What follows belongs to an exercise in optimizing a design on an open flow for small area; a production flow would make more cautious choices.
Function was not checked in any run shown here: the RTL went through the layout flow alone.

## config.mk

```make
export PLATFORM = sky130hd
export DESIGN_NAME = cordic
export DESIGN_NICKNAME = cordic
export VERILOG_FILES = /design/flow/design.v
export SDC_FILE = /design/flow/constraint.sdc
export NUM_CORES = 4
export LEC_CHECK = 0
export CAP_MARGIN = 0
export CORE_MARGIN = 2
export CORE_UTILIZATION = 60
export SLEW_MARGIN = 0
export SYNTH_HIERARCHICAL = 1
export SYNTH_MINIMUM_KEEP_SIZE = 0
```

## constraint.sdc

```tcl
create_clock -name core_clock -period 5.0 [get_ports {clk}]
set_input_delay 1.0000 -clock core_clock [delete_from_list [all_inputs] [get_ports {clk}]]
set_output_delay 1.0000 -clock core_clock [all_outputs]
set_load 0.01 [all_outputs]
```

## design.v

```verilog
module cr_xor #(parameter W = 8) (
  input  [W-1:0] a,
  input  [W-1:0] b,
  output [W-1:0] y
);
  assign y = a ^ b;
endmodule
module cr_xnor #(parameter W = 8) (
  input  [W-1:0] a,
  input  [W-1:0] b,
  output [W-1:0] y
);
  assign y = ~(a ^ b);
endmodule
module cr_cmux (
  input  s,
  input  a1,
  input  a0,
  output y
);
  assign y = ~(s ? a1 : a0);
endmodule
module cr_addn #(parameter N = 16) (
  input  [N-1:0] a,
  input  [N-1:0] bn,
  input          cin,
  output [N-1:0] s,
  output         co
);
  wire [N-1:0] p;       
  wire [N:0]   c;
  assign c[0] = cin;
  genvar i;
  generate
    for (i = 0; i < N; i = i + 1) begin : g_b
      if (i % 2 == 0) begin : g_e
        cr_xor  #(.W(1)) u_p (.a(a[i]), .b(bn[i]), .y(p[i]));
        cr_xor  #(.W(1)) u_s (.a(p[i]), .b(c[i]),  .y(s[i]));
      end else begin : g_o
        cr_xnor #(.W(1)) u_p (.a(a[i]), .b(bn[i]), .y(p[i]));
        cr_xnor #(.W(1)) u_s (.a(p[i]), .b(c[i]),  .y(s[i]));
      end
      cr_cmux u_c (.s(p[i]), .a1(c[i]), .a0(bn[i]), .y(c[i+1]));
    end
  endgenerate
  assign co = c[N];
endmodule
module cr_prefix #(parameter W = 8) (
  input  [W-1:0] x,
  output [W-1:0] a1,
  output [W-1:0] a0
);
  assign a1[0] = 1'b1;
  assign a0[0] = 1'b1;
  genvar i;
  generate
    for (i = 1; i < W; i = i + 1) begin : g_b
      assign a1[i] = a1[i-1] & x[i-1];
      assign a0[i] = a0[i-1] & ~x[i-1];
    end
  endgenerate
endmodule
module cr_idbit (
  input  x,
  input  a1,
  input  a0,
  input  inc,
  input  dec,
  output y
);
  assign y = x ^ ((inc & a1) | (dec & a0));
endmodule
module cr_incdec #(parameter W = 8) (
  input  [W-1:0] x,
  input          inc,
  input          dec,
  output [W-1:0] y
);
  wire [W-1:0] a1, a0;
  cr_prefix #(.W(W)) u_p (.x(x), .a1(a1), .a0(a0));
  genvar i;
  generate
    for (i = 0; i < W; i = i + 1) begin : g_b
      cr_idbit u_b (.x(x[i]), .a1(a1[i]), .a0(a0[i]), .inc(inc), .dec(dec), .y(y[i]));
    end
  endgenerate
endmodule
module cordic (
  input                clk,
  input                reset,
  input                operands_val,
  input  signed [15:0] x_start,
  input  signed [15:0] y_start,
  input  signed [15:0] angle,
  output signed [15:0] sine,
  output signed [15:0] cosine,
  output               out_valid
);
  localparam [15:0] ODD = 16'haaaa;
  reg [12:0] vld;
  always @(posedge clk) begin
    if (reset) vld <= 13'd0;
    else       vld <= {vld[11:0], operands_val};
  end
  assign out_valid = vld[12];
  wire [15:0] t0 = angle - 16'd12868;
  wire [15:0] x0_0_s;
  wire x0_0_co;
  wire [15:0] x0_0_bn = {~(y_start[15] ^ 1'b1), y_start[14] ^ 1'b1, ~(y_start[13] ^ 1'b1), y_start[12] ^ 1'b1, ~(y_start[11] ^ 1'b1), y_start[10] ^ 1'b1, ~(y_start[9] ^ 1'b1), y_start[8] ^ 1'b1, ~(y_start[7] ^ 1'b1), y_start[6] ^ 1'b1, ~(y_start[5] ^ 1'b1), y_start[4] ^ 1'b1, ~(y_start[3] ^ 1'b1), y_start[2] ^ 1'b1, ~(y_start[1] ^ 1'b1), y_start[0] ^ 1'b1};
  cr_addn #(.N(16)) u_x0_0 (.a(x_start[15:0]), .bn(x0_0_bn), .cin(1'b1), .s(x0_0_s), .co(x0_0_co));
  wire [15:0] y0_0_s;
  wire y0_0_co;
  wire [15:0] y0_0_bn = {~(x_start[15] ^ 1'b0), x_start[14] ^ 1'b0, ~(x_start[13] ^ 1'b0), x_start[12] ^ 1'b0, ~(x_start[11] ^ 1'b0), x_start[10] ^ 1'b0, ~(x_start[9] ^ 1'b0), x_start[8] ^ 1'b0, ~(x_start[7] ^ 1'b0), x_start[6] ^ 1'b0, ~(x_start[5] ^ 1'b0), x_start[4] ^ 1'b0, ~(x_start[3] ^ 1'b0), x_start[2] ^ 1'b0, ~(x_start[1] ^ 1'b0), x_start[0] ^ 1'b0};
  cr_addn #(.N(16)) u_y0_0 (.a(y_start[15:0]), .bn(y0_0_bn), .cin(1'b0), .s(y0_0_s), .co(y0_0_co));
  wire [15:0] x0 = {x0_0_s};
  wire [15:0] y0 = {y0_0_s};
  wire dir1 = ~t0[15];
  wire [5:0] x1_0_s;
  wire x1_0_co;
  wire [5:0] x1_0_bn = {~(y0[6] ^ dir1), y0[5] ^ dir1, ~(y0[4] ^ dir1), y0[3] ^ dir1, ~(y0[2] ^ dir1), y0[1] ^ dir1};
  cr_addn #(.N(6)) u_x1_0 (.a(x0[5:0]), .bn(x1_0_bn), .cin(dir1), .s(x1_0_s), .co(x1_0_co));
  wire [5:0] y1_0_s;
  wire y1_0_co;
  wire [5:0] y1_0_bn = {~(x0[6] ^ ~dir1), x0[5] ^ ~dir1, ~(x0[4] ^ ~dir1), x0[3] ^ ~dir1, ~(x0[2] ^ ~dir1), x0[1] ^ ~dir1};
  cr_addn #(.N(6)) u_y1_0 (.a(y0[5:0]), .bn(y1_0_bn), .cin(~dir1), .s(y1_0_s), .co(y1_0_co));
  wire [15:0] t1 = t0 + ({16{~t0[15]}} ^ 16'd7596) + {15'd0, ~t0[15]};
  reg [5:0] xl0, yl0;
  reg cx0, cy0;
  reg [15:6] xa0, ya0;
  reg [15:0] tr0;
  reg [1:1] dr0;
  always @(posedge clk) begin
    xl0 <= {x1_0_s};
    yl0 <= {y1_0_s};
    cx0 <= x1_0_co;
    cy0 <= y1_0_co;
    xa0 <= x0[15:6];
    ya0 <= y0[15:6];
    tr0 <= t1;
    dr0 <= {~t0[15]};
  end
  wire [15:0] xv0 = {xa0, 6'd0};
  wire [15:0] yv0 = {ya0, 6'd0};
  wire [9:0] x1_6_s;
  wire x1_6_co;
  wire [9:0] x1_6_bn = {~(yv0[15] ^ dr0[1]), yv0[15] ^ dr0[1], ~(yv0[14] ^ dr0[1]), yv0[13] ^ dr0[1], ~(yv0[12] ^ dr0[1]), yv0[11] ^ dr0[1], ~(yv0[10] ^ dr0[1]), yv0[9] ^ dr0[1], ~(yv0[8] ^ dr0[1]), yv0[7] ^ dr0[1]};
  cr_addn #(.N(10)) u_x1_6 (.a(xv0[15:6]), .bn(x1_6_bn), .cin(cx0), .s(x1_6_s), .co(x1_6_co));
  wire [9:0] y1_6_s;
  wire y1_6_co;
  wire [9:0] y1_6_bn = {~(xv0[15] ^ ~dr0[1]), xv0[15] ^ ~dr0[1], ~(xv0[14] ^ ~dr0[1]), xv0[13] ^ ~dr0[1], ~(xv0[12] ^ ~dr0[1]), xv0[11] ^ ~dr0[1], ~(xv0[10] ^ ~dr0[1]), xv0[9] ^ ~dr0[1], ~(xv0[8] ^ ~dr0[1]), xv0[7] ^ ~dr0[1]};
  cr_addn #(.N(10)) u_y1_6 (.a(yv0[15:6]), .bn(y1_6_bn), .cin(cy0), .s(y1_6_s), .co(y1_6_co));
  wire [15:0] x1 = {x1_6_s, xl0};
  wire [15:0] y1 = {y1_6_s, yl0};
  wire dir2 = ~tr0[15];
  wire [11:0] x2_0_s;
  wire x2_0_co;
  wire [11:0] x2_0_bn = {~(y1[13] ^ dir2), y1[12] ^ dir2, ~(y1[11] ^ dir2), y1[10] ^ dir2, ~(y1[9] ^ dir2), y1[8] ^ dir2, ~(y1[7] ^ dir2), y1[6] ^ dir2, ~(y1[5] ^ dir2), y1[4] ^ dir2, ~(y1[3] ^ dir2), y1[2] ^ dir2};
  cr_addn #(.N(12)) u_x2_0 (.a(x1[11:0]), .bn(x2_0_bn), .cin(dir2), .s(x2_0_s), .co(x2_0_co));
  wire [11:0] y2_0_s;
  wire y2_0_co;
  wire [11:0] y2_0_bn = {~(x1[13] ^ ~dir2), x1[12] ^ ~dir2, ~(x1[11] ^ ~dir2), x1[10] ^ ~dir2, ~(x1[9] ^ ~dir2), x1[8] ^ ~dir2, ~(x1[7] ^ ~dir2), x1[6] ^ ~dir2, ~(x1[5] ^ ~dir2), x1[4] ^ ~dir2, ~(x1[3] ^ ~dir2), x1[2] ^ ~dir2};
  cr_addn #(.N(12)) u_y2_0 (.a(y1[11:0]), .bn(y2_0_bn), .cin(~dir2), .s(y2_0_s), .co(y2_0_co));
  wire [15:0] t2 = tr0 + ({16{~tr0[15]}} ^ 16'd4013) + {15'd0, ~tr0[15]};
  reg [11:0] xl1, yl1;
  reg cx1, cy1;
  reg [15:12] xa1, ya1;
  reg [15:0] tr1;
  reg [2:2] dr1;
  always @(posedge clk) begin
    xl1 <= {x2_0_s};
    yl1 <= {y2_0_s};
    cx1 <= x2_0_co;
    cy1 <= y2_0_co;
    xa1 <= x1[15:12];
    ya1 <= y1[15:12];
    tr1 <= t2;
    dr1 <= {~tr0[15]};
  end
  wire [15:0] xv1 = {xa1, 12'd0};
  wire [15:0] yv1 = {ya1, 12'd0};
  wire [1:0] x2_12_s;
  wire x2_12_co;
  wire [1:0] x2_12_bn = {~(yv1[15] ^ dr1[2]), yv1[14] ^ dr1[2]};
  cr_addn #(.N(2)) u_x2_12 (.a(xv1[13:12]), .bn(x2_12_bn), .cin(cx1), .s(x2_12_s), .co(x2_12_co));
  wire [1:0] y2_12_s;
  wire y2_12_co;
  wire [1:0] y2_12_bn = {~(xv1[15] ^ ~dr1[2]), xv1[14] ^ ~dr1[2]};
  cr_addn #(.N(2)) u_y2_12 (.a(yv1[13:12]), .bn(y2_12_bn), .cin(cy1), .s(y2_12_s), .co(y2_12_co));
  wire x2_t_cl = x2_12_co;
  wire x2_t_sg = yv1[15] ^ dr1[2];
  wire [1:0] x2_t_s;
  cr_incdec #(.W(2)) u_x2_t (.x(xv1[15:14]), .inc(x2_t_cl & ~x2_t_sg), .dec(~x2_t_cl & x2_t_sg), .y(x2_t_s));
  wire y2_t_cl = y2_12_co;
  wire y2_t_sg = xv1[15] ^ ~dr1[2];
  wire [1:0] y2_t_s;
  cr_incdec #(.W(2)) u_y2_t (.x(yv1[15:14]), .inc(y2_t_cl & ~y2_t_sg), .dec(~y2_t_cl & y2_t_sg), .y(y2_t_s));
  wire [15:0] x2 = {x2_t_s, x2_12_s, xl1};
  wire [15:0] y2 = {y2_t_s, y2_12_s, yl1};
  wire dir3 = ~tr1[15];
  wire [11:0] x3_0_s;
  wire x3_0_co;
  wire [11:0] x3_0_bn = {~(y2[14] ^ dir3), y2[13] ^ dir3, ~(y2[12] ^ dir3), y2[11] ^ dir3, ~(y2[10] ^ dir3), y2[9] ^ dir3, ~(y2[8] ^ dir3), y2[7] ^ dir3, ~(y2[6] ^ dir3), y2[5] ^ dir3, ~(y2[4] ^ dir3), y2[3] ^ dir3};
  cr_addn #(.N(12)) u_x3_0 (.a(x2[11:0]), .bn(x3_0_bn), .cin(dir3), .s(x3_0_s), .co(x3_0_co));
  wire [11:0] y3_0_s;
  wire y3_0_co;
  wire [11:0] y3_0_bn = {~(x2[14] ^ ~dir3), x2[13] ^ ~dir3, ~(x2[12] ^ ~dir3), x2[11] ^ ~dir3, ~(x2[10] ^ ~dir3), x2[9] ^ ~dir3, ~(x2[8] ^ ~dir3), x2[7] ^ ~dir3, ~(x2[6] ^ ~dir3), x2[5] ^ ~dir3, ~(x2[4] ^ ~dir3), x2[3] ^ ~dir3};
  cr_addn #(.N(12)) u_y3_0 (.a(y2[11:0]), .bn(y3_0_bn), .cin(~dir3), .s(y3_0_s), .co(y3_0_co));
  wire [15:0] t3 = tr1 + ({16{~tr1[15]}} ^ 16'd2037) + {15'd0, ~tr1[15]};
  reg [11:0] xl2, yl2;
  reg cx2, cy2;
  reg [15:12] xa2, ya2;
  reg [15:0] tr2;
  reg [3:3] dr2;
  always @(posedge clk) begin
    xl2 <= {x3_0_s};
    yl2 <= {y3_0_s};
    cx2 <= x3_0_co;
    cy2 <= y3_0_co;
    xa2 <= x2[15:12];
    ya2 <= y2[15:12];
    tr2 <= t3;
    dr2 <= {~tr1[15]};
  end
  wire [15:0] xv2 = {xa2, 12'd0};
  wire [15:0] yv2 = {ya2, 12'd0};
  wire [0:0] x3_12_s;
  wire x3_12_co;
  wire [0:0] x3_12_bn = {yv2[15] ^ dr2[3]};
  cr_addn #(.N(1)) u_x3_12 (.a(xv2[12:12]), .bn(x3_12_bn), .cin(cx2), .s(x3_12_s), .co(x3_12_co));
  wire [0:0] y3_12_s;
  wire y3_12_co;
  wire [0:0] y3_12_bn = {xv2[15] ^ ~dr2[3]};
  cr_addn #(.N(1)) u_y3_12 (.a(yv2[12:12]), .bn(y3_12_bn), .cin(cy2), .s(y3_12_s), .co(y3_12_co));
  wire x3_t_cl = ~x3_12_co;
  wire x3_t_sg = yv2[15] ^ dr2[3];
  wire [2:0] x3_t_s;
  cr_incdec #(.W(3)) u_x3_t (.x(xv2[15:13]), .inc(x3_t_cl & ~x3_t_sg), .dec(~x3_t_cl & x3_t_sg), .y(x3_t_s));
  wire y3_t_cl = ~y3_12_co;
  wire y3_t_sg = xv2[15] ^ ~dr2[3];
  wire [2:0] y3_t_s;
  cr_incdec #(.W(3)) u_y3_t (.x(yv2[15:13]), .inc(y3_t_cl & ~y3_t_sg), .dec(~y3_t_cl & y3_t_sg), .y(y3_t_s));
  wire [15:0] x3 = {x3_t_s, x3_12_s, xl2};
  wire [15:0] y3 = {y3_t_s, y3_12_s, yl2};
  wire dir4 = ~tr2[15];
  wire [11:0] x4_0_s;
  wire x4_0_co;
  wire [11:0] x4_0_bn = {~(y3[15] ^ dir4), y3[14] ^ dir4, ~(y3[13] ^ dir4), y3[12] ^ dir4, ~(y3[11] ^ dir4), y3[10] ^ dir4, ~(y3[9] ^ dir4), y3[8] ^ dir4, ~(y3[7] ^ dir4), y3[6] ^ dir4, ~(y3[5] ^ dir4), y3[4] ^ dir4};
  cr_addn #(.N(12)) u_x4_0 (.a(x3[11:0]), .bn(x4_0_bn), .cin(dir4), .s(x4_0_s), .co(x4_0_co));
  wire [11:0] y4_0_s;
  wire y4_0_co;
  wire [11:0] y4_0_bn = {~(x3[15] ^ ~dir4), x3[14] ^ ~dir4, ~(x3[13] ^ ~dir4), x3[12] ^ ~dir4, ~(x3[11] ^ ~dir4), x3[10] ^ ~dir4, ~(x3[9] ^ ~dir4), x3[8] ^ ~dir4, ~(x3[7] ^ ~dir4), x3[6] ^ ~dir4, ~(x3[5] ^ ~dir4), x3[4] ^ ~dir4};
  cr_addn #(.N(12)) u_y4_0 (.a(y3[11:0]), .bn(y4_0_bn), .cin(~dir4), .s(y4_0_s), .co(y4_0_co));
  wire x4_t_cl = x4_0_co;
  wire x4_t_sg = y3[15] ^ dir4;
  wire [3:0] x4_t_s;
  cr_incdec #(.W(4)) u_x4_t (.x(x3[15:12]), .inc(x4_t_cl & ~x4_t_sg), .dec(~x4_t_cl & x4_t_sg), .y(x4_t_s));
  wire y4_t_cl = y4_0_co;
  wire y4_t_sg = x3[15] ^ ~dir4;
  wire [3:0] y4_t_s;
  cr_incdec #(.W(4)) u_y4_t (.x(y3[15:12]), .inc(y4_t_cl & ~y4_t_sg), .dec(~y4_t_cl & y4_t_sg), .y(y4_t_s));
  wire [15:0] x4 = {x4_t_s, x4_0_s};
  wire [15:0] y4 = {y4_t_s, y4_0_s};
  wire [15:0] t4 = tr2 + ({16{~tr2[15]}} ^ 16'd1022) + {15'd0, ~tr2[15]};
  wire        t4_hi = ~t4[15] & (|t4[14:10]);
  wire        t4_lo =  t4[15] & ~(&t4[14:10]);
  wire [10:0] u_dir = t4_hi ? 11'h7ff : t4_lo ? 11'h000 : {~t4[10], t4[9:0]};
  reg [15:0] xr3, yr3;
  reg [15:5] dr3;
  always @(posedge clk) begin
    xr3 <= x4;
    yr3 <= y4;
    dr3 <= {u_dir[0], u_dir[1], u_dir[2], u_dir[3], u_dir[4], u_dir[5], u_dir[6], u_dir[7], u_dir[8], u_dir[9], u_dir[10]};
  end
  wire dir5 = dr3[5];
  wire [10:0] x5_0_s;
  wire x5_0_co;
  wire [10:0] x5_0_bn = {yr3[15] ^ dir5, ~(yr3[14] ^ dir5), yr3[13] ^ dir5, ~(yr3[12] ^ dir5), yr3[11] ^ dir5, ~(yr3[10] ^ dir5), yr3[9] ^ dir5, ~(yr3[8] ^ dir5), yr3[7] ^ dir5, ~(yr3[6] ^ dir5), yr3[5] ^ dir5};
  cr_addn #(.N(11)) u_x5_0 (.a(xr3[10:0]), .bn(x5_0_bn), .cin(dir5), .s(x5_0_s), .co(x5_0_co));
  wire [10:0] y5_0_s;
  wire y5_0_co;
  wire [10:0] y5_0_bn = {xr3[15] ^ ~dir5, ~(xr3[14] ^ ~dir5), xr3[13] ^ ~dir5, ~(xr3[12] ^ ~dir5), xr3[11] ^ ~dir5, ~(xr3[10] ^ ~dir5), xr3[9] ^ ~dir5, ~(xr3[8] ^ ~dir5), xr3[7] ^ ~dir5, ~(xr3[6] ^ ~dir5), xr3[5] ^ ~dir5};
  cr_addn #(.N(11)) u_y5_0 (.a(yr3[10:0]), .bn(y5_0_bn), .cin(~dir5), .s(y5_0_s), .co(y5_0_co));
  wire x5_t_cl = ~x5_0_co;
  wire x5_t_sg = yr3[15] ^ dir5;
  wire [4:0] x5_t_s;
  cr_incdec #(.W(5)) u_x5_t (.x(xr3[15:11]), .inc(x5_t_cl & ~x5_t_sg), .dec(~x5_t_cl & x5_t_sg), .y(x5_t_s));
  wire y5_t_cl = ~y5_0_co;
  wire y5_t_sg = xr3[15] ^ ~dir5;
  wire [4:0] y5_t_s;
  cr_incdec #(.W(5)) u_y5_t (.x(yr3[15:11]), .inc(y5_t_cl & ~y5_t_sg), .dec(~y5_t_cl & y5_t_sg), .y(y5_t_s));
  wire [15:0] x5 = {x5_t_s, x5_0_s};
  wire [15:0] y5 = {y5_t_s, y5_0_s};
  wire dir6 = dr3[6];
  wire [3:0] x6_0_s;
  wire x6_0_co;
  wire [3:0] x6_0_bn = {~(y5[9] ^ dir6), y5[8] ^ dir6, ~(y5[7] ^ dir6), y5[6] ^ dir6};
  cr_addn #(.N(4)) u_x6_0 (.a(x5[3:0]), .bn(x6_0_bn), .cin(dir6), .s(x6_0_s), .co(x6_0_co));
  wire [3:0] y6_0_s;
  wire y6_0_co;
  wire [3:0] y6_0_bn = {~(x5[9] ^ ~dir6), x5[8] ^ ~dir6, ~(x5[7] ^ ~dir6), x5[6] ^ ~dir6};
  cr_addn #(.N(4)) u_y6_0 (.a(y5[3:0]), .bn(y6_0_bn), .cin(~dir6), .s(y6_0_s), .co(y6_0_co));
  reg [3:0] xl4, yl4;
  reg cx4, cy4;
  reg [15:4] xa4, ya4;
  reg [15:6] dr4;
  always @(posedge clk) begin
    xl4 <= {x6_0_s};
    yl4 <= {y6_0_s};
    cx4 <= x6_0_co;
    cy4 <= y6_0_co;
    xa4 <= x5[15:4];
    ya4 <= y5[15:4];
    dr4 <= {dr3[15], dr3[14], dr3[13], dr3[12], dr3[11], dr3[10], dr3[9], dr3[8], dr3[7], dr3[6]};
  end
  wire [15:0] xv4 = {xa4, 4'd0};
  wire [15:0] yv4 = {ya4, 4'd0};
  wire [5:0] x6_4_s;
  wire x6_4_co;
  wire [5:0] x6_4_bn = {~(yv4[15] ^ dr4[6]), yv4[14] ^ dr4[6], ~(yv4[13] ^ dr4[6]), yv4[12] ^ dr4[6], ~(yv4[11] ^ dr4[6]), yv4[10] ^ dr4[6]};
  cr_addn #(.N(6)) u_x6_4 (.a(xv4[9:4]), .bn(x6_4_bn), .cin(cx4), .s(x6_4_s), .co(x6_4_co));
  wire [5:0] y6_4_s;
  wire y6_4_co;
  wire [5:0] y6_4_bn = {~(xv4[15] ^ ~dr4[6]), xv4[14] ^ ~dr4[6], ~(xv4[13] ^ ~dr4[6]), xv4[12] ^ ~dr4[6], ~(xv4[11] ^ ~dr4[6]), xv4[10] ^ ~dr4[6]};
  cr_addn #(.N(6)) u_y6_4 (.a(yv4[9:4]), .bn(y6_4_bn), .cin(cy4), .s(y6_4_s), .co(y6_4_co));
  wire x6_t_cl = x6_4_co;
  wire x6_t_sg = yv4[15] ^ dr4[6];
  wire [5:0] x6_t_s;
  cr_incdec #(.W(6)) u_x6_t (.x(xv4[15:10]), .inc(x6_t_cl & ~x6_t_sg), .dec(~x6_t_cl & x6_t_sg), .y(x6_t_s));
  wire y6_t_cl = y6_4_co;
  wire y6_t_sg = xv4[15] ^ ~dr4[6];
  wire [5:0] y6_t_s;
  cr_incdec #(.W(6)) u_y6_t (.x(yv4[15:10]), .inc(y6_t_cl & ~y6_t_sg), .dec(~y6_t_cl & y6_t_sg), .y(y6_t_s));
  wire [15:0] x6 = {x6_t_s, x6_4_s, xl4};
  wire [15:0] y6 = {y6_t_s, y6_4_s, yl4};
  wire dir7 = dr4[7];
  wire [5:0] x7_0_s;
  wire x7_0_co;
  wire [5:0] x7_0_bn = {~(y6[12] ^ dir7), y6[11] ^ dir7, ~(y6[10] ^ dir7), y6[9] ^ dir7, ~(y6[8] ^ dir7), y6[7] ^ dir7};
  cr_addn #(.N(6)) u_x7_0 (.a(x6[5:0]), .bn(x7_0_bn), .cin(dir7), .s(x7_0_s), .co(x7_0_co));
  wire [5:0] y7_0_s;
  wire y7_0_co;
  wire [5:0] y7_0_bn = {~(x6[12] ^ ~dir7), x6[11] ^ ~dir7, ~(x6[10] ^ ~dir7), x6[9] ^ ~dir7, ~(x6[8] ^ ~dir7), x6[7] ^ ~dir7};
  cr_addn #(.N(6)) u_y7_0 (.a(y6[5:0]), .bn(y7_0_bn), .cin(~dir7), .s(y7_0_s), .co(y7_0_co));
  reg [5:0] xl5, yl5;
  reg cx5, cy5;
  reg [15:6] xa5, ya5;
  reg [15:7] dr5;
  always @(posedge clk) begin
    xl5 <= {x7_0_s};
    yl5 <= {y7_0_s};
    cx5 <= x7_0_co;
    cy5 <= y7_0_co;
    xa5 <= x6[15:6];
    ya5 <= y6[15:6];
    dr5 <= {dr4[15], dr4[14], dr4[13], dr4[12], dr4[11], dr4[10], dr4[9], dr4[8], dr4[7]};
  end
  wire [15:0] xv5 = {xa5, 6'd0};
  wire [15:0] yv5 = {ya5, 6'd0};
  wire [2:0] x7_6_s;
  wire x7_6_co;
  wire [2:0] x7_6_bn = {yv5[15] ^ dr5[7], ~(yv5[14] ^ dr5[7]), yv5[13] ^ dr5[7]};
  cr_addn #(.N(3)) u_x7_6 (.a(xv5[8:6]), .bn(x7_6_bn), .cin(cx5), .s(x7_6_s), .co(x7_6_co));
  wire [2:0] y7_6_s;
  wire y7_6_co;
  wire [2:0] y7_6_bn = {xv5[15] ^ ~dr5[7], ~(xv5[14] ^ ~dr5[7]), xv5[13] ^ ~dr5[7]};
  cr_addn #(.N(3)) u_y7_6 (.a(yv5[8:6]), .bn(y7_6_bn), .cin(cy5), .s(y7_6_s), .co(y7_6_co));
  wire x7_t_cl = ~x7_6_co;
  wire x7_t_sg = yv5[15] ^ dr5[7];
  wire [6:0] x7_t_s;
  cr_incdec #(.W(7)) u_x7_t (.x(xv5[15:9]), .inc(x7_t_cl & ~x7_t_sg), .dec(~x7_t_cl & x7_t_sg), .y(x7_t_s));
  wire y7_t_cl = ~y7_6_co;
  wire y7_t_sg = xv5[15] ^ ~dr5[7];
  wire [6:0] y7_t_s;
  cr_incdec #(.W(7)) u_y7_t (.x(yv5[15:9]), .inc(y7_t_cl & ~y7_t_sg), .dec(~y7_t_cl & y7_t_sg), .y(y7_t_s));
  wire [15:0] x7 = {x7_t_s, x7_6_s, xl5};
  wire [15:0] y7 = {y7_t_s, y7_6_s, yl5};
  wire dir8 = dr5[8];
  wire [5:0] x8_0_s;
  wire x8_0_co;
  wire [5:0] x8_0_bn = {~(y7[13] ^ dir8), y7[12] ^ dir8, ~(y7[11] ^ dir8), y7[10] ^ dir8, ~(y7[9] ^ dir8), y7[8] ^ dir8};
  cr_addn #(.N(6)) u_x8_0 (.a(x7[5:0]), .bn(x8_0_bn), .cin(dir8), .s(x8_0_s), .co(x8_0_co));
  wire [5:0] y8_0_s;
  wire y8_0_co;
  wire [5:0] y8_0_bn = {~(x7[13] ^ ~dir8), x7[12] ^ ~dir8, ~(x7[11] ^ ~dir8), x7[10] ^ ~dir8, ~(x7[9] ^ ~dir8), x7[8] ^ ~dir8};
  cr_addn #(.N(6)) u_y8_0 (.a(y7[5:0]), .bn(y8_0_bn), .cin(~dir8), .s(y8_0_s), .co(y8_0_co));
  reg [5:0] xl6, yl6;
  reg cx6, cy6;
  reg [15:6] xa6, ya6;
  reg [15:8] dr6;
  always @(posedge clk) begin
    xl6 <= {x8_0_s};
    yl6 <= {y8_0_s};
    cx6 <= x8_0_co;
    cy6 <= y8_0_co;
    xa6 <= x7[15:6];
    ya6 <= y7[15:6];
    dr6 <= {dr5[15], dr5[14], dr5[13], dr5[12], dr5[11], dr5[10], dr5[9], dr5[8]};
  end
  wire [15:0] xv6 = {xa6, 6'd0};
  wire [15:0] yv6 = {ya6, 6'd0};
  wire [1:0] x8_6_s;
  wire x8_6_co;
  wire [1:0] x8_6_bn = {~(yv6[15] ^ dr6[8]), yv6[14] ^ dr6[8]};
  cr_addn #(.N(2)) u_x8_6 (.a(xv6[7:6]), .bn(x8_6_bn), .cin(cx6), .s(x8_6_s), .co(x8_6_co));
  wire [1:0] y8_6_s;
  wire y8_6_co;
  wire [1:0] y8_6_bn = {~(xv6[15] ^ ~dr6[8]), xv6[14] ^ ~dr6[8]};
  cr_addn #(.N(2)) u_y8_6 (.a(yv6[7:6]), .bn(y8_6_bn), .cin(cy6), .s(y8_6_s), .co(y8_6_co));
  wire x8_t_cl = x8_6_co;
  wire x8_t_sg = yv6[15] ^ dr6[8];
  wire [7:0] x8_t_s;
  cr_incdec #(.W(8)) u_x8_t (.x(xv6[15:8]), .inc(x8_t_cl & ~x8_t_sg), .dec(~x8_t_cl & x8_t_sg), .y(x8_t_s));
  wire y8_t_cl = y8_6_co;
  wire y8_t_sg = xv6[15] ^ ~dr6[8];
  wire [7:0] y8_t_s;
  cr_incdec #(.W(8)) u_y8_t (.x(yv6[15:8]), .inc(y8_t_cl & ~y8_t_sg), .dec(~y8_t_cl & y8_t_sg), .y(y8_t_s));
  wire [15:0] x8 = {x8_t_s, x8_6_s, xl6};
  wire [15:0] y8 = {y8_t_s, y8_6_s, yl6};
  wire dir9 = dr6[9];
  wire [5:0] x9_0_s;
  wire x9_0_co;
  wire [5:0] x9_0_bn = {~(y8[14] ^ dir9), y8[13] ^ dir9, ~(y8[12] ^ dir9), y8[11] ^ dir9, ~(y8[10] ^ dir9), y8[9] ^ dir9};
  cr_addn #(.N(6)) u_x9_0 (.a(x8[5:0]), .bn(x9_0_bn), .cin(dir9), .s(x9_0_s), .co(x9_0_co));
  wire [5:0] y9_0_s;
  wire y9_0_co;
  wire [5:0] y9_0_bn = {~(x8[14] ^ ~dir9), x8[13] ^ ~dir9, ~(x8[12] ^ ~dir9), x8[11] ^ ~dir9, ~(x8[10] ^ ~dir9), x8[9] ^ ~dir9};
  cr_addn #(.N(6)) u_y9_0 (.a(y8[5:0]), .bn(y9_0_bn), .cin(~dir9), .s(y9_0_s), .co(y9_0_co));
  reg [5:0] xl7, yl7;
  reg cx7, cy7;
  reg [15:6] xa7, ya7;
  reg [15:9] dr7;
  always @(posedge clk) begin
    xl7 <= {x9_0_s};
    yl7 <= {y9_0_s};
    cx7 <= x9_0_co;
    cy7 <= y9_0_co;
    xa7 <= x8[15:6];
    ya7 <= y8[15:6];
    dr7 <= {dr6[15], dr6[14], dr6[13], dr6[12], dr6[11], dr6[10], dr6[9]};
  end
  wire [15:0] xv7 = {xa7, 6'd0};
  wire [15:0] yv7 = {ya7, 6'd0};
  wire [0:0] x9_6_s;
  wire x9_6_co;
  wire [0:0] x9_6_bn = {yv7[15] ^ dr7[9]};
  cr_addn #(.N(1)) u_x9_6 (.a(xv7[6:6]), .bn(x9_6_bn), .cin(cx7), .s(x9_6_s), .co(x9_6_co));
  wire [0:0] y9_6_s;
  wire y9_6_co;
  wire [0:0] y9_6_bn = {xv7[15] ^ ~dr7[9]};
  cr_addn #(.N(1)) u_y9_6 (.a(yv7[6:6]), .bn(y9_6_bn), .cin(cy7), .s(y9_6_s), .co(y9_6_co));
  wire x9_t_cl = ~x9_6_co;
  wire x9_t_sg = yv7[15] ^ dr7[9];
  wire [8:0] x9_t_s;
  cr_incdec #(.W(9)) u_x9_t (.x(xv7[15:7]), .inc(x9_t_cl & ~x9_t_sg), .dec(~x9_t_cl & x9_t_sg), .y(x9_t_s));
  wire y9_t_cl = ~y9_6_co;
  wire y9_t_sg = xv7[15] ^ ~dr7[9];
  wire [8:0] y9_t_s;
  cr_incdec #(.W(9)) u_y9_t (.x(yv7[15:7]), .inc(y9_t_cl & ~y9_t_sg), .dec(~y9_t_cl & y9_t_sg), .y(y9_t_s));
  wire [15:0] x9 = {x9_t_s, x9_6_s, xl7};
  wire [15:0] y9 = {y9_t_s, y9_6_s, yl7};
  wire dir10 = dr7[10];
  wire [3:0] x10_0_s;
  wire x10_0_co;
  wire [3:0] x10_0_bn = {~(y9[13] ^ dir10), y9[12] ^ dir10, ~(y9[11] ^ dir10), y9[10] ^ dir10};
  cr_addn #(.N(4)) u_x10_0 (.a(x9[3:0]), .bn(x10_0_bn), .cin(dir10), .s(x10_0_s), .co(x10_0_co));
  wire [3:0] y10_0_s;
  wire y10_0_co;
  wire [3:0] y10_0_bn = {~(x9[13] ^ ~dir10), x9[12] ^ ~dir10, ~(x9[11] ^ ~dir10), x9[10] ^ ~dir10};
  cr_addn #(.N(4)) u_y10_0 (.a(y9[3:0]), .bn(y10_0_bn), .cin(~dir10), .s(y10_0_s), .co(y10_0_co));
  reg [3:0] xl8, yl8;
  reg cx8, cy8;
  reg [15:4] xa8, ya8;
  reg [15:10] dr8;
  always @(posedge clk) begin
    xl8 <= {x10_0_s};
    yl8 <= {y10_0_s};
    cx8 <= x10_0_co;
    cy8 <= y10_0_co;
    xa8 <= x9[15:4];
    ya8 <= y9[15:4];
    dr8 <= {dr7[15], dr7[14], dr7[13], dr7[12], dr7[11], dr7[10]};
  end
  wire [15:0] xv8 = {xa8, 4'd0};
  wire [15:0] yv8 = {ya8, 4'd0};
  wire [1:0] x10_4_s;
  wire x10_4_co;
  wire [1:0] x10_4_bn = {~(yv8[15] ^ dr8[10]), yv8[14] ^ dr8[10]};
  cr_addn #(.N(2)) u_x10_4 (.a(xv8[5:4]), .bn(x10_4_bn), .cin(cx8), .s(x10_4_s), .co(x10_4_co));
  wire [1:0] y10_4_s;
  wire y10_4_co;
  wire [1:0] y10_4_bn = {~(xv8[15] ^ ~dr8[10]), xv8[14] ^ ~dr8[10]};
  cr_addn #(.N(2)) u_y10_4 (.a(yv8[5:4]), .bn(y10_4_bn), .cin(cy8), .s(y10_4_s), .co(y10_4_co));
  wire x10_t_cl = x10_4_co;
  wire x10_t_sg = yv8[15] ^ dr8[10];
  wire [9:0] x10_t_s;
  cr_incdec #(.W(10)) u_x10_t (.x(xv8[15:6]), .inc(x10_t_cl & ~x10_t_sg), .dec(~x10_t_cl & x10_t_sg), .y(x10_t_s));
  wire y10_t_cl = y10_4_co;
  wire y10_t_sg = xv8[15] ^ ~dr8[10];
  wire [9:0] y10_t_s;
  cr_incdec #(.W(10)) u_y10_t (.x(yv8[15:6]), .inc(y10_t_cl & ~y10_t_sg), .dec(~y10_t_cl & y10_t_sg), .y(y10_t_s));
  wire [15:0] x10 = {x10_t_s, x10_4_s, xl8};
  wire [15:0] y10 = {y10_t_s, y10_4_s, yl8};
  wire dir11 = dr8[11];
  wire [3:0] x11_0_s;
  wire x11_0_co;
  wire [3:0] x11_0_bn = {~(y10[14] ^ dir11), y10[13] ^ dir11, ~(y10[12] ^ dir11), y10[11] ^ dir11};
  cr_addn #(.N(4)) u_x11_0 (.a(x10[3:0]), .bn(x11_0_bn), .cin(dir11), .s(x11_0_s), .co(x11_0_co));
  wire [3:0] y11_0_s;
  wire y11_0_co;
  wire [3:0] y11_0_bn = {~(x10[14] ^ ~dir11), x10[13] ^ ~dir11, ~(x10[12] ^ ~dir11), x10[11] ^ ~dir11};
  cr_addn #(.N(4)) u_y11_0 (.a(y10[3:0]), .bn(y11_0_bn), .cin(~dir11), .s(y11_0_s), .co(y11_0_co));
  reg [3:0] xl9, yl9;
  reg cx9, cy9;
  reg [15:4] xa9, ya9;
  reg [15:11] dr9;
  always @(posedge clk) begin
    xl9 <= {x11_0_s};
    yl9 <= {y11_0_s};
    cx9 <= x11_0_co;
    cy9 <= y11_0_co;
    xa9 <= x10[15:4];
    ya9 <= y10[15:4];
    dr9 <= {dr8[15], dr8[14], dr8[13], dr8[12], dr8[11]};
  end
  wire [15:0] xv9 = {xa9, 4'd0};
  wire [15:0] yv9 = {ya9, 4'd0};
  wire [0:0] x11_4_s;
  wire x11_4_co;
  wire [0:0] x11_4_bn = {yv9[15] ^ dr9[11]};
  cr_addn #(.N(1)) u_x11_4 (.a(xv9[4:4]), .bn(x11_4_bn), .cin(cx9), .s(x11_4_s), .co(x11_4_co));
  wire [0:0] y11_4_s;
  wire y11_4_co;
  wire [0:0] y11_4_bn = {xv9[15] ^ ~dr9[11]};
  cr_addn #(.N(1)) u_y11_4 (.a(yv9[4:4]), .bn(y11_4_bn), .cin(cy9), .s(y11_4_s), .co(y11_4_co));
  wire x11_t_cl = ~x11_4_co;
  wire x11_t_sg = yv9[15] ^ dr9[11];
  wire [10:0] x11_t_s;
  cr_incdec #(.W(11)) u_x11_t (.x(xv9[15:5]), .inc(x11_t_cl & ~x11_t_sg), .dec(~x11_t_cl & x11_t_sg), .y(x11_t_s));
  wire y11_t_cl = ~y11_4_co;
  wire y11_t_sg = xv9[15] ^ ~dr9[11];
  wire [10:0] y11_t_s;
  cr_incdec #(.W(11)) u_y11_t (.x(yv9[15:5]), .inc(y11_t_cl & ~y11_t_sg), .dec(~y11_t_cl & y11_t_sg), .y(y11_t_s));
  wire [15:0] x11 = {x11_t_s, x11_4_s, xl9};
  wire [15:0] y11 = {y11_t_s, y11_4_s, yl9};
  wire dir12 = dr9[12];
  wire [1:0] x12_0_s;
  wire x12_0_co;
  wire [1:0] x12_0_bn = {~(y11[13] ^ dir12), y11[12] ^ dir12};
  cr_addn #(.N(2)) u_x12_0 (.a(x11[1:0]), .bn(x12_0_bn), .cin(dir12), .s(x12_0_s), .co(x12_0_co));
  wire [1:0] y12_0_s;
  wire y12_0_co;
  wire [1:0] y12_0_bn = {~(x11[13] ^ ~dir12), x11[12] ^ ~dir12};
  cr_addn #(.N(2)) u_y12_0 (.a(y11[1:0]), .bn(y12_0_bn), .cin(~dir12), .s(y12_0_s), .co(y12_0_co));
  reg [1:0] xl10, yl10;
  reg cx10, cy10;
  reg [15:2] xa10, ya10;
  reg [15:12] dr10;
  always @(posedge clk) begin
    xl10 <= {x12_0_s};
    yl10 <= {y12_0_s};
    cx10 <= x12_0_co;
    cy10 <= y12_0_co;
    xa10 <= x11[15:2];
    ya10 <= y11[15:2];
    dr10 <= {dr9[15], dr9[14], dr9[13], dr9[12]};
  end
  wire [15:0] xv10 = {xa10, 2'd0};
  wire [15:0] yv10 = {ya10, 2'd0};
  wire [1:0] x12_2_s;
  wire x12_2_co;
  wire [1:0] x12_2_bn = {~(yv10[15] ^ dr10[12]), yv10[14] ^ dr10[12]};
  cr_addn #(.N(2)) u_x12_2 (.a(xv10[3:2]), .bn(x12_2_bn), .cin(cx10), .s(x12_2_s), .co(x12_2_co));
  wire [1:0] y12_2_s;
  wire y12_2_co;
  wire [1:0] y12_2_bn = {~(xv10[15] ^ ~dr10[12]), xv10[14] ^ ~dr10[12]};
  cr_addn #(.N(2)) u_y12_2 (.a(yv10[3:2]), .bn(y12_2_bn), .cin(cy10), .s(y12_2_s), .co(y12_2_co));
  wire x12_t_cl = x12_2_co;
  wire x12_t_sg = yv10[15] ^ dr10[12];
  wire [11:0] x12_t_s;
  cr_incdec #(.W(12)) u_x12_t (.x(xv10[15:4]), .inc(x12_t_cl & ~x12_t_sg), .dec(~x12_t_cl & x12_t_sg), .y(x12_t_s));
  wire y12_t_cl = y12_2_co;
  wire y12_t_sg = xv10[15] ^ ~dr10[12];
  wire [11:0] y12_t_s;
  cr_incdec #(.W(12)) u_y12_t (.x(yv10[15:4]), .inc(y12_t_cl & ~y12_t_sg), .dec(~y12_t_cl & y12_t_sg), .y(y12_t_s));
  wire [15:0] x12 = {x12_t_s, x12_2_s, xl10};
  wire [15:0] y12 = {y12_t_s, y12_2_s, yl10};
  wire dir13 = dr10[13];
  wire [2:0] x13_0_s;
  wire x13_0_co;
  wire [2:0] x13_0_bn = {y12[15] ^ dir13, ~(y12[14] ^ dir13), y12[13] ^ dir13};
  cr_addn #(.N(3)) u_x13_0 (.a(x12[2:0]), .bn(x13_0_bn), .cin(dir13), .s(x13_0_s), .co(x13_0_co));
  wire [2:0] y13_0_s;
  wire y13_0_co;
  wire [2:0] y13_0_bn = {x12[15] ^ ~dir13, ~(x12[14] ^ ~dir13), x12[13] ^ ~dir13};
  cr_addn #(.N(3)) u_y13_0 (.a(y12[2:0]), .bn(y13_0_bn), .cin(~dir13), .s(y13_0_s), .co(y13_0_co));
  wire x13_t_cl = ~x13_0_co;
  wire x13_t_sg = y12[15] ^ dir13;
  wire [12:0] x13_t_s;
  cr_incdec #(.W(13)) u_x13_t (.x(x12[15:3]), .inc(x13_t_cl & ~x13_t_sg), .dec(~x13_t_cl & x13_t_sg), .y(x13_t_s));
  wire y13_t_cl = ~y13_0_co;
  wire y13_t_sg = x12[15] ^ ~dir13;
  wire [12:0] y13_t_s;
  cr_incdec #(.W(13)) u_y13_t (.x(y12[15:3]), .inc(y13_t_cl & ~y13_t_sg), .dec(~y13_t_cl & y13_t_sg), .y(y13_t_s));
  wire [15:0] x13 = {x13_t_s, x13_0_s};
  wire [15:0] y13 = {y13_t_s, y13_0_s};
  reg [15:0] xr11, yr11;
  reg [15:14] dr11;
  always @(posedge clk) begin
    xr11 <= x13;
    yr11 <= y13;
    dr11 <= {dr10[15], dr10[14]};
  end
  wire dir14 = dr11[14];
  wire [1:0] x14_0_s;
  wire x14_0_co;
  wire [1:0] x14_0_bn = {~(yr11[15] ^ dir14), yr11[14] ^ dir14};
  cr_addn #(.N(2)) u_x14_0 (.a(xr11[1:0]), .bn(x14_0_bn), .cin(dir14), .s(x14_0_s), .co(x14_0_co));
  wire [1:0] y14_0_s;
  wire y14_0_co;
  wire [1:0] y14_0_bn = {~(xr11[15] ^ ~dir14), xr11[14] ^ ~dir14};
  cr_addn #(.N(2)) u_y14_0 (.a(yr11[1:0]), .bn(y14_0_bn), .cin(~dir14), .s(y14_0_s), .co(y14_0_co));
  wire x14_t_cl = x14_0_co;
  wire x14_t_sg = yr11[15] ^ dir14;
  wire [13:0] x14_t_s;
  cr_incdec #(.W(14)) u_x14_t (.x(xr11[15:2]), .inc(x14_t_cl & ~x14_t_sg), .dec(~x14_t_cl & x14_t_sg), .y(x14_t_s));
  wire y14_t_cl = y14_0_co;
  wire y14_t_sg = xr11[15] ^ ~dir14;
  wire [13:0] y14_t_s;
  cr_incdec #(.W(14)) u_y14_t (.x(yr11[15:2]), .inc(y14_t_cl & ~y14_t_sg), .dec(~y14_t_cl & y14_t_sg), .y(y14_t_s));
  wire [15:0] x14 = {x14_t_s, x14_0_s};
  wire [15:0] y14 = {y14_t_s, y14_0_s};
  reg [15:0] xr12, yr12;
  reg [15:15] dr12;
  always @(posedge clk) begin
    xr12 <= x14;
    yr12 <= y14;
    dr12 <= {dr11[15]};
  end
  wire dir15 = dr12[15];
  wire [0:0] x15_0_s;
  wire x15_0_co;
  wire [0:0] x15_0_bn = {yr12[15] ^ dir15};
  cr_addn #(.N(1)) u_x15_0 (.a(xr12[0:0]), .bn(x15_0_bn), .cin(dir15), .s(x15_0_s), .co(x15_0_co));
  wire [0:0] y15_0_s;
  wire y15_0_co;
  wire [0:0] y15_0_bn = {xr12[15] ^ ~dir15};
  cr_addn #(.N(1)) u_y15_0 (.a(yr12[0:0]), .bn(y15_0_bn), .cin(~dir15), .s(y15_0_s), .co(y15_0_co));
  wire x15_t_cl = ~x15_0_co;
  wire x15_t_sg = yr12[15] ^ dir15;
  wire [14:0] x15_t_s;
  cr_incdec #(.W(15)) u_x15_t (.x(xr12[15:1]), .inc(x15_t_cl & ~x15_t_sg), .dec(~x15_t_cl & x15_t_sg), .y(x15_t_s));
  wire y15_t_cl = ~y15_0_co;
  wire y15_t_sg = xr12[15] ^ ~dir15;
  wire [14:0] y15_t_s;
  cr_incdec #(.W(15)) u_y15_t (.x(yr12[15:1]), .inc(y15_t_cl & ~y15_t_sg), .dec(~y15_t_cl & y15_t_sg), .y(y15_t_s));
  wire [15:0] x15 = {x15_t_s, x15_0_s};
  wire [15:0] y15 = {y15_t_s, y15_0_s};
  assign cosine = x15;
  assign sine   = y15;
endmodule
```

## run.sh

```bash
#!/bin/bash
# synth_recipe.tcl (not shown) runs the flow's synth.tcl, then flattens the netlist and writes it again
# the make line also repeats each setting of config.mk as NAME=value (left out here)
make -C /OpenROAD-flow-scripts/flow DESIGN_CONFIG=/design/flow/config.mk WORK_HOME=/design/flow/orfs CLKGATE_MAP_FILE= SYNTH_SCRIPT=/design/flow/synth_recipe.tcl finish
```

==> results of run 1 <==
-- area by class of cell --
cell class,count,share of cell area
Tap cell,756,0.0254
Sequential cell,563,0.303
Multi-Input combinational cell,2505,0.569
Clock inverter,26,0.0101
Clock buffer,83,0.0464
Timing Repair Buffer,129,0.0316
Inverter,145,0.0146
-- layer usage --
| metal | vias to the layer above | wire, µm | track usage |
|---|---|---|---|
| met3 | 99 | 1530 | 0.0302 |
| met1 | 10300 | 24100 | 0.218 |
| met5 | - | 0 | 0 |
| met4 | 0 | 1680 | 0.0673 |
| li1 | 11300 | - | - |
| met2 | 233 | 33600 | 0.417 |
-- state kept, by name, summed over array words and instances (netlist names), 16 cells and up --
register and flops:
tr0 16, tr1 16, tr2 16, xr11 16, xr12 16, xr3 16
yr11 16, yr12 16, yr3 16
-- metrics by stage --
step                       util  TNS, ps  area (µm²)
after floorplan               -        0       33900
after global placement    0.627        0       35200
after detailed placement  0.627    -51.2       35200
after CTS                 0.665        0       37300
after global routing      0.665        0       37300
final                     0.665        0       37300
-- cell usage in the layout (no fill, tap or decap), drive strengths merged, types with 41 or more instances in the layout --
cell	instances
nor4	41
buf	46
clkbuf	83
xnor2	671
conb	60
nand2	60
and2	67
a22oi	238
clkdlybuf4s50	83
and3	48
inv	146
xor2	423
nor3	124
ha	58
nor2	163
mux2i	272
dfxtp	563
-- how the worst min path moves through the flow --
stage / start / endpoint / depth (start not counted)
final: dr4[14] / dr5[14] / 0
after global routing: dr10[14] / dr11[14] / 0
after CTS: dr8[15] / dr9[15] / 0
after detailed placement: dr10[14] / dr11[14] / 0
after global placement: dr3[9] / dr4[9] / 0
after floorplan: dr9[13] / dr10[13] / 0
==> summary.txt, run 1 <==
Outcome
  – Result of the run: finished clean

Layout
  – Area taken by flip-flops and latches: about 0.011 mm²
  – Share of final-layout standard cells stronger than drive strength 1: 0.153
  – Multi-input gate area in the final layout: ~0.021 mm²
  – Final-stage net count: between 3,000 and 4,000
  – Final std cells w/o fill: roughly 4,200
  – Final antenna diode count: 0
  – Area growth from synthesis to layout: 10.2%
  – Layout filler cell count: ~4,600

Route
  – Initial DRC Count: 659
  – DRC: 0
  – 1st-pass router iterations: 5
  – Count of nets left with antenna violations after detail routing: 0
  – Detailed-route via count: between 20,000 and 25,000
  – Aggregate routed wire length: roughly 60 mm
  – Via count normalized by instance count: 5.23
  – Routed wire length per instance: 14.5 µm

CTS
  – CTS buffer count: just under 60
  – Maximum count of clock buffers along a single path: 3
  – Cts-stage hold buffer count: 0
  – H-tree levels: 2
  – Register clock-pin slew on the reported worst setup and hold paths: ~60 ps
  – Skew-Pair Late Insertion Delay: 610 ps
  – Post-CTS Setup Inserts: 0
  – Clock tree sinks: 563
  – Number of gates resized after cts: 0
  – TritonCTS clock tree: built
  – Master cell of the clock root buffer: sky130_fd_sc_hd__clkbuf_16

Die
  – DIE AREA: around 0.058 mm²
  – Number of placement rows: 87
  – Area of the core region: between 0.05 and 0.06 mm²
  – Initial Utilization: 0.603
  – Die span in x: between 200 and 250 µm
  – I/O pins: 84
  – Overall die height: between 200 and 250 µm

Global routing
  – Global-route wire length before repair: 101 mm
  – GRT Resource Usage Total: 0.208
  – Maximum number of pins on one net before global-route repair: 25
  – Number of antenna violations at the first check in global routing: 0
  – Via count of the first global-routing pass: approximately 22,000
  – Global route overflow: 0

Synthesis
  – Average size of a mapped cell: between 10 and 15 µm²
  – Post-Synthesis Cells: around 3,300
  – Number of warning messages in the yosys log: 7
  – Post-synth design cell area: ~0.034 mm²

Flow run
  – Max_cap viols: 0

Worst setup path
  – Worst reg2reg endpoint: ya4[11]
  – Reg2Reg Depth: 16
  – Critical path type: flip-flop to flip-flop
  – Crit Reg-Reg Startpoint: dr3[5]
  – Critical Path AT: roughly 5000 ps
  – Count of buffering cells on the critical path with inverters included: 0
  – Cell type of the slowest stage on the worst timing path: sky130_fd_sc_hd__dfxtp_1
  – Most common cell type on the critical path: sky130_fd_sc_hd__mux2i_1
  – Element type at the critical path end: flip-flop
  – Critical path launch point: dr3[5]
  – Reg-to-reg setup timing slack: between 400 and 500 ps
  – Total stage count of the critical path: 16
  – Startpoint class of the critical path: flip-flop
  – Family with the most delay on the worst path: multiplexers
  – Capturing element of the worst setup path: ya4[11]
  – Worst-path fanout max: 9
  – Crit path cell chain: xnor2_1, xor2_1, mux2i_1, mux2i_1, mux2i_1, mux2i_1, mux2i_1, mux2i_1, mux2i_1, mux2i_1, mux2i_1, mux2i_1, mux2i_1, nor2_1, a22oi_2, xnor2_1
  – Max stage delay on crit path: 590 ps
  – Required time of the critical path: 5440 ps

Place
  – Setup slack at placement: -51.2 ps
  – Placed Cells incl. Taps: between 4,000 and 5,000
  – GP Congestion: 0.875
  – Number of I/O port buffers: between 80 and 90
  – Detailed placer's ending HPWL: ~48 mm

Timing
  – Final number of max-transition violations: 0
  – Total count of hold-check failures in the final report: 0
  – Max Clk Rate: between 200 and 250 MHz
  – Fraction of the cycle the final worst path needs: 0.909
  – Crit path setup slack, layout: around 460 ps
  – Final min period: ~4500 ps
  – Clock skew: around 7.7 ps
  – Final setup fails: 0
  – Tightest hold margin: roughly 320 ps
  – Worst relative slew slack: 0.358
  – Slew @ Worst Pin: around 960 ps
  – Setup repair after global routing missed its margin: no

Worst hold path
  – Class of the tightest hold or removal check: flip-flop to flip-flop
==> run 2: changes to the inputs <==
--- a/config.mk
+++ b/config.mk
@@ -7,6 +7,6 @@
 export LEC_CHECK = 0
-export CAP_MARGIN = 0
+export CAP_MARGIN = 20
 export CORE_MARGIN = 2
-export CORE_UTILIZATION = 60
-export SLEW_MARGIN = 0
+export CORE_UTILIZATION = 45
+export SLEW_MARGIN = 20
 export SYNTH_HIERARCHICAL = 1
==> summary.txt, run 2 <==
Layout
  – Share of final-layout standard cells stronger than drive strength 1: 0.154 (was 0.153)
  – Final-stage net count: 3,517 (was 3,514)
  – Highest-count cells in the layout ignoring fill and taps: sky130_fd_sc_hd__xnor2_1, sky130_fd_sc_hd__dfxtp_1, sky130_fd_sc_hd__xor2_1, sky130_fd_sc_hd__mux2i_1, sky130_fd_sc_hd__a22oi_2 (unchanged)
  – Area growth from synthesis to layout: 11.2% (was 10.2%)
  – Layout Cell Area excl Fill: 0.0376 mm² (was 0.0373 mm²)
  – Final antenna diode count: 0 (unchanged)
  – Fin util: 0.505 (was 0.665)
  – Leading cell type in the layout, fill and taps excluded: sky130_fd_sc_hd__xnor2_1 (unchanged)

Global routing
  – Via count of the first global-routing pass: 22,500 (was 21,900)
  – GRT Resource Usage Total: 0.159 (was 0.208)
  – Global-route wire length before repair: 104 mm (was 101 mm)
  – Maximum number of pins on one net before global-route repair: 26 (was 25)
  – Number of antenna violations at the first check in global routing: 0 (unchanged)
  – Global route overflow: 0 (unchanged)

Worst setup path
  – Crit Reg-Reg Startpoint: tr2[15] (was dr3[5])
  – Most common cell type on the critical path: sky130_fd_sc_hd__mux2i_1 (unchanged)
  – Critical path launch point: x_start[0] (was dr3[5])
  – Reg-to-reg setup timing slack: 600 ps (was 460 ps)
  – Required time of the critical path: 5470 ps (was 5440 ps)
  – Cell type of the slowest stage on the worst timing path: sky130_fd_sc_hd__clkdlybuf4s50_1 (was sky130_fd_sc_hd__dfxtp_1)
  – Startpoint class of the critical path: input pin (was flip-flop)
  – Worst-path fanout max: 3 (was 9)
  – Element type at the critical path end: flip-flop (unchanged)
  – Count of buffering cells on the critical path with inverters included: 1 (was 0)
  – Critical Path AT: 4920 ps (was 4990 ps)
  – Family with the most delay on the worst path: multiplexers (unchanged)
  – Max stage delay on crit path: 530 ps (was 590 ps)
  – Crit path cell chain: clkdlybuf4s50_1, xor2_1, mux2i_1, mux2i_1, mux2i_1, mux2i_1, mux2i_1, mux2i_1, mux2i_1, mux2i_1, mux2i_1, mux2i_1, mux2i_1, mux2i_1, mux2i_1, mux2i_1, mux2i_1, xnor2_1 (was xnor2_1, xor2_1, mux2i_1, mux2i_1, mux2i_1, mux2i_1, mux2i_1, mux2i_1, mux2i_1, mux2i_1, mux2i_1, mux2i_1, mux2i_1, nor2_1, a22oi_2, xnor2_1)
  – Critical path type: input pin to flip-flop (was flip-flop to flip-flop)

Worst hold path
  – Hold path start: xl9[2] (was dr4[14])
  – Class of the tightest hold or removal check: flip-flop to flip-flop (unchanged)

CTS
  – CTS buffer count: 66 (was 59)
  – TritonCTS clock tree: built (unchanged)
  – H-tree levels: 3 (was 2)
  – Number of gates resized after cts: 0 (unchanged)
  – Skew-Pair Late Insertion Delay: 590 ps (was 610 ps)
  – Post-CTS Setup Inserts: 0 (unchanged)
  – Maximum count of clock buffers along a single path: 3 (unchanged)
  – Master cell of the clock root buffer: sky130_fd_sc_hd__clkbuf_16 (unchanged)
  – Cts-stage hold buffer count: 0 (unchanged)
  – Clock tree sinks: 563 (unchanged)
  – Register clock-pin slew on the reported worst setup and hold paths: 60 ps (about the same)

Die
  – I/O pins: 84 (unchanged)
  – Number of placement rows: 100 (was 87)
  – Area of the core region: 0.0744 mm² (was 0.0561 mm²)
  – Initial Utilization: 0.454 (was 0.603)
  – DIE AREA: 0.0774 mm² (was 0.0583 mm²)
  – Overall die height: 278 µm (was 241 µm)
  – Die span in x: 278 µm (was 241 µm)

Timing
  – Total count of hold-check failures in the final report: 0 (unchanged)
  – Final setup fails: 0 (unchanged)
  – Final min period: 4450 ps (was 4540 ps)
  – Setup repair after global routing missed its margin: no (unchanged)
  – Max Clk Rate: 225 MHz (was 220 MHz)
  – Fraction of the cycle the final worst path needs: 0.891 (was 0.909)
  – Clock skew: 24.9 ps (was 7.74 ps)
  – Final number of max-transition violations: 0 (unchanged)
  – Slew @ Worst Pin: 947 ps (was 957 ps)
  – Worst relative slew slack: 0.364 (was 0.358)
  – Crit path setup slack, layout: 546 ps (was 455 ps)

Place
  – GP Congestion: 0.827 (was 0.875)
  – Number of I/O port buffers: 83 (unchanged)
  – Setup slack at placement: -102 ps (was -51.2 ps)
  – Placed inst area: 0.0354 mm² (was 0.0352 mm²)
  – Detailed placer's ending HPWL: 48.7 mm (was 47.8 mm)

Route
  – Via count normalized by instance count: 5.00 (was 5.23)
  – Detailed-route via count: 22,100 (was 22,000)
  – Count of nets left with antenna violations after detail routing: 0 (unchanged)
  – DRC: 0 (unchanged)
  – 1st-pass router iterations: 5 (unchanged)
  – Routed wire length per instance: 13.9 µm (was 14.5 µm)
  – Initial DRC Count: 775 (was 659)
  – Aggregate routed wire length: 61.6 mm (was 60.9 mm)

Flow run
  – Max_cap viols: 0 (unchanged)

Synthesis
  – Post-Synthesis Cells: 3,319 (unchanged)
  – Average size of a mapped cell: 10.2 µm² (unchanged)
  – Post-synth design cell area: 0.0338 mm² (unchanged)
  – Number of warning messages in the yosys log: 7 (unchanged)

Outcome
  – Result of the run: finished clean (unchanged)
## run 2: area by class of cell
| class | count | area, µm² |
|---|---|---|
| Clock buffer | 98 | 2050 |
| Clock inverter | 18 | 171 |
| Fill cell | 6667 | 36800 |
| Inverter | 145 | 544 |
| Multi-Input combinational cell | 2505 | 21200 |
| Sequential cell | 563 | 11300 |
| Tap cell | 969 | 1210 |
| Timing Repair Buffer | 125 | 1150 |
## run 2: per-stage QoR
stage,setup TNS [ps],hold WS (ps),std cells
after floorplan,0,310,3349
final,0,314,4423
after global placement,0,310,4307
after detailed placement,-234,312,4307
after global routing,0,322,4423
after CTS,0,315,4423
## run 2: path summary, 6_finish.rpt
| path | endpoint | depth (start not counted) |
|---|---|---|
| setup / recovery | ya0[15] | 18 |
| hold / removal | xa10[2] | 0 |
| setup reg to reg | yr3[13] | 17 |
| hold reg to reg | xa10[2] | 0 |
## run 2: metal layers
| metal | part of all wire | GRT usage | wire (µm) | vias to the layer above |
|---|---|---|---|---|
| li1 | - | - | - | 11400 |
| met1 | 0.40 | 0.167 | 24700 | 10300 |
| met2 | 0.55 | 0.315 | 33600 | 300 |
| met3 | 0.028 | 0.0235 | 1700 | 106 |
| met4 | 0.026 | 0.0582 | 1580 | 0 |
| met5 | 0 | 0 | 0 | - |

[static timing again, ports no longer ideal]
In the flow no input, the clock included, has a driving cell. The finished layouts below were timed again as built, in two steps.
Step 1 (the two cells are an assumption about what drives the block):
set clk [get_ports {clk}]
set_driving_cell -lib_cell sky130_fd_sc_hd__clkbuf_16 $clk
set_driving_cell -lib_cell sky130_fd_sc_hd__buf_2 [delete_from_list [all_inputs] $clk]
Step 2, shift: input delay + t, output delay - t, t = (earliest + latest rising clock arrival at the registers) / 2. This alone moves slack from input paths to output paths.
a / b / c = ideal / step 1 / step 2; a / b = the first two.
| run | t, ns | setup WS [ns] | worst hold slack (ns) | worst setup path at the end | latest minus earliest clock arrival (ns) |
|---|---|---|---|---|---|
| run 1 | 0.665 | 0.455 / 0.455 / 0.028 | 0.324 / 0.324 / 0.324 | input to register | 0.009 / 0.009 |
| run 2 | 0.641 | 0.546 / 0.502 / -0.057 | 0.314 / 0.314 / 0.314 | input to register | 0.026 / 0.027 |
Met with ideal ports but missed after step 2: setup timing in run 2. For run 2, which loses most, drivers alone change the setup slack by -0.044 ns; drivers and shift together by -0.603 ns.
